What follows belongs to an exercise in optimizing a design on an open flow for small area, a short achievable clock period and few clock cycles; a production flow would make more cautious choices. Only simulation tests tie the RTL to the original design; equivalence was not proved. No activity file was given, so power comes from the tool's default toggle rates.

## run A
## mips
module mips(
    input clk,
    input reset,
    input [31:0] i_inst_rdata,
    input [31:0] m_data_rdata,
    output [31:0] i_inst_addr,
    output [31:0] m_data_addr,
    output [31:0] m_data_wdata,
    output [3 :0] m_data_byteen,
    output [31:0] m_inst_addr,
    output w_grf_we,
    output [4:0] w_grf_addr,
    output [31:0] w_grf_wdata,
    output [31:0] w_inst_addr
    );
reg [31:2] pcF;
reg [31:0] ir;
reg [31:2] pcX;
reg        vX;
reg [31:0] mRes;
reg [31:0] mAddr;     
reg [31:0] mSd;
reg [3:0]  mBe;
reg [31:2] pcM;
reg [4:0]  mDst;
reg        mWr;
reg        mLd;
reg        mLb;       
reg        mLh;       
reg        mLs;       
reg [31:0] wData;
reg [4:0]  wDst;
reg        wWe;
reg [31:2] pcW;
reg [31:0] rfData;
reg [4:0]  rfDst;
reg        rfWe;
assign i_inst_addr   = {pcF, 2'b00};
assign m_data_addr   = mAddr;
assign m_data_wdata  = mSd;
assign m_data_byteen = mBe;
assign m_inst_addr   = {pcM, 2'b00};
assign w_grf_we      = wWe;
assign w_grf_addr    = wDst;
assign w_grf_wdata   = wData;
assign w_inst_addr   = {pcW, 2'b00};
wire [5:0] op = ir[31:26];
wire [5:0] fn = ir[5:0];
wire [4:0] rs = ir[25:21];
wire [4:0] rt = ir[20:16];
wire [4:0] rd = ir[15:11];
wire [15:0] imm = ir[15:0];
wire rtype  = op == 6'b000000;
wire r_alu  = rtype & (fn[5:3] == 3'b100);                   
wire r_slt  = rtype & (fn[5:1] == 5'b10101);                 
  ...
clock: 110.0 ns
lec_check: 0
cap_margin: 20
core_margin: 2
core_utilization: 40
slew_margin: 20
synth_hierarchical: 1
standard.sh (not shown) runs the stock make flow with config.mk's settings and CLKGATE_MAP_FILE= SYNTH_SCRIPT=/design/flow/synth_recipe.tcl, a recipe that flattens the netlist after the stock synthesis.
==> flow/flow/run.sh <==
#!/bin/bash
# The standard layout (the standard.sh: ORFS with the standard flow's synthesis script and
# steps) with these changes:
#  - Yosys's abc maps the logic for area (flow/abc_area.script: strash, dch, amap,
#    then downsizing) in place of ORFS's delay-driven abc_speed.script. The
#    registers come from dfflibmap before abc and are the standard ones.
#  - the port buffers that global placement inserts are buf_2 cells instead of
#    the default delay-buffer cell.
#  - clock tree synthesis uses clkbuf_8 buffers and no dummy loads (a balanced
#    tree as before, of smaller buffers).
# ORFS's scripts are copied here with only abc_speed.script replaced. make's full
# output goes to standard.log here; ORFS keeps each step's log under orfs/logs.
set -euo pipefail
here=$(pwd)
rm -rf "$here/scripts"
cp -r "$FLOW_HOME/scripts" "$here/scripts"
cp "$here/flow/abc_area.script" "$here/scripts/abc_speed.script"
export SCRIPTS_DIR="$here/scripts"
export BUFFER_PORTS_ARGS="-buffer_cell sky130_fd_sc_hd__buf_2"
export CTS_ARGS="-sink_clustering_enable -repair_clock_nets -buf_list sky130_fd_sc_hd__clkbuf_8 -dont_use_dummy_load"
bash standard.sh > standard.log 2>&1
==> flow/flow/abc_area.script <==
strash
dch
amap
topo
stime -c
dnsize -c
Testbench counts of run A, summed over its fixed seeds: cycles 56,122.
### run A -> run C
-- flow/design.v --
<<< run A, line 145
  input  rdlo,              
  output [31:0] hl,         
  output rdok,              
  output busy
);
>>> run C, line 145
  input  rdlo,              
  output [31:0] hl,         
  output busy
);
<<< run A, line 188
  end
endfunction
wire        mst = start & ~isdiv;
wire [32:0] mop = mst ? {~uns & b[31], b} : m;
>>> run C, line 187
  end
endfunction
assign hl = rdlo ? (negc(lo, ln) & {32{lv}}) : (negc(hi, hn) & {32{hv}});
wire        mst = start & ~isdiv;
wire [32:0] mop = mst ? {~uns & b[31], b} : m;
<<< run A, line 226
wire        mtc;
cadd #(42, 21) mfin(.a(s4), .b({c4[40:0], 1'b0}), .ci(1'b0), .s(mt), .co(mtc));
wire        fin = (st == MUL) & (cnt[1:0] == 2'd1);
wire [31:0] hi_e = fin ? mt[39:8] : hi;
wire [31:0] lo_e = fin ? {mt[7:0], lo[31:8]} : lo;
assign rdok = (st == IDLE) | fin;
assign hl = rdlo ? (negc(lo_e, ln) & {32{lv}}) : (negc(hi_e, hn) & {32{hv}});
wire dv = start & isdiv;
wire sa = ~uns & dv & a[31];
>>> run C, line 226
wire        mtc;
cadd #(42, 21) mfin(.a(s4), .b({c4[40:0], 1'b0}), .ci(1'b0), .s(mt), .co(mtc));
wire dv = start & isdiv;
wire sa = ~uns & dv & a[31];
<<< run A, line 402
wire [31:0] rsv = fm1 ? mRes : fw1 ? rfData : rf1;
wire [31:0] rtv = fm2 ? mRes : fw2 ? rfData : rf2;
wire md_busy, md_rdok;
wire stall = vX & ((mLd & ((use_rs & fm1) | (use_rt & fm2)))
                 | ((r_md | r_mt) & md_busy) | (r_mf & ~md_rdok));
wire go = vX & ~stall;
wire zext = op[5:2] == 4'b0011 & ~(op[1] & op[0]);           
>>> run C, line 397
wire [31:0] rsv = fm1 ? mRes : fw1 ? rfData : rf1;
wire [31:0] rtv = fm2 ? mRes : fw2 ? rfData : rf2;
wire md_busy;
wire stall = vX & ((mLd & ((use_rs & fm1) | (use_rt & fm2)))
                 | ((r_md | r_mf | r_mt) & md_busy));
wire go = vX & ~stall;
wire zext = op[5:2] == 4'b0011 & ~(op[1] & op[0]);           
<<< run A, line 488
  .rdlo(fn[1]),
  .hl(hl),
  .rdok(md_rdok),
  .busy(md_busy)
);
>>> run C, line 483
  .rdlo(fn[1]),
  .hl(hl),
  .busy(md_busy)
);
- Taking run A as the reference point, the sequential share of layout area of run C rises by 0.39 points.
- Run C — post-layout instance count excluding filler cells 58 lower, run A as reference
- Combinational group share of total power ends up higher on run C.
- Run A → run C: worst setup slack increased 170 ps, slew of the pin with the lowest slew margin did not really move.
- Relative to run A, synthesis-to-layout area growth has decreased by 0.44 points in run C.
- Of the two candidates, run A has the worse reg2reg setup slack and run C the better one.
- Between run C and run A, the synthesized cell count does not differ in any meaningful way.
- Taking run A as the reference, in run C count of clock-buffer cells in the layout dropped 15%, final critical delay including setup and external delays went down 170 ps.
Testbench counts of run C, summed over its fixed seeds: cycles 56,579.

==> re-timing with driven ports <==
In the flow no input, the clock included, has a driving cell. The finished layouts below were timed again as built, in two steps. Step 1: set_driving_cell puts a clkbuf_16 on clk and a buf_2 on each other input, an assumption about the parent block. Step 2 times the ports against the registers' clock, not the clock port: input delays grow and output delays shrink by t, the midpoint of the rising clock arrivals with the driver on. Three values: no drivers, after step 1, after step 2; two values: the first two.
| run | t, ns | slack for setup (ns) | worst setup path at the end | worst register clock-pin slew, ns |
|---|---|---|---|---|
| run A | 1.103 | 86.086 / 86.009 / 85.429 | input to register | 0.07 / 0.07 |
| run C | 1.056 | 86.258 / 86.176 / 85.669 | input to register | 0.08 / 0.08 |
After both steps every run listed still meets setup and hold. For run A, which loses most, drivers alone change the setup slack by -0.077 ns; drivers and shift together by -0.657 ns.
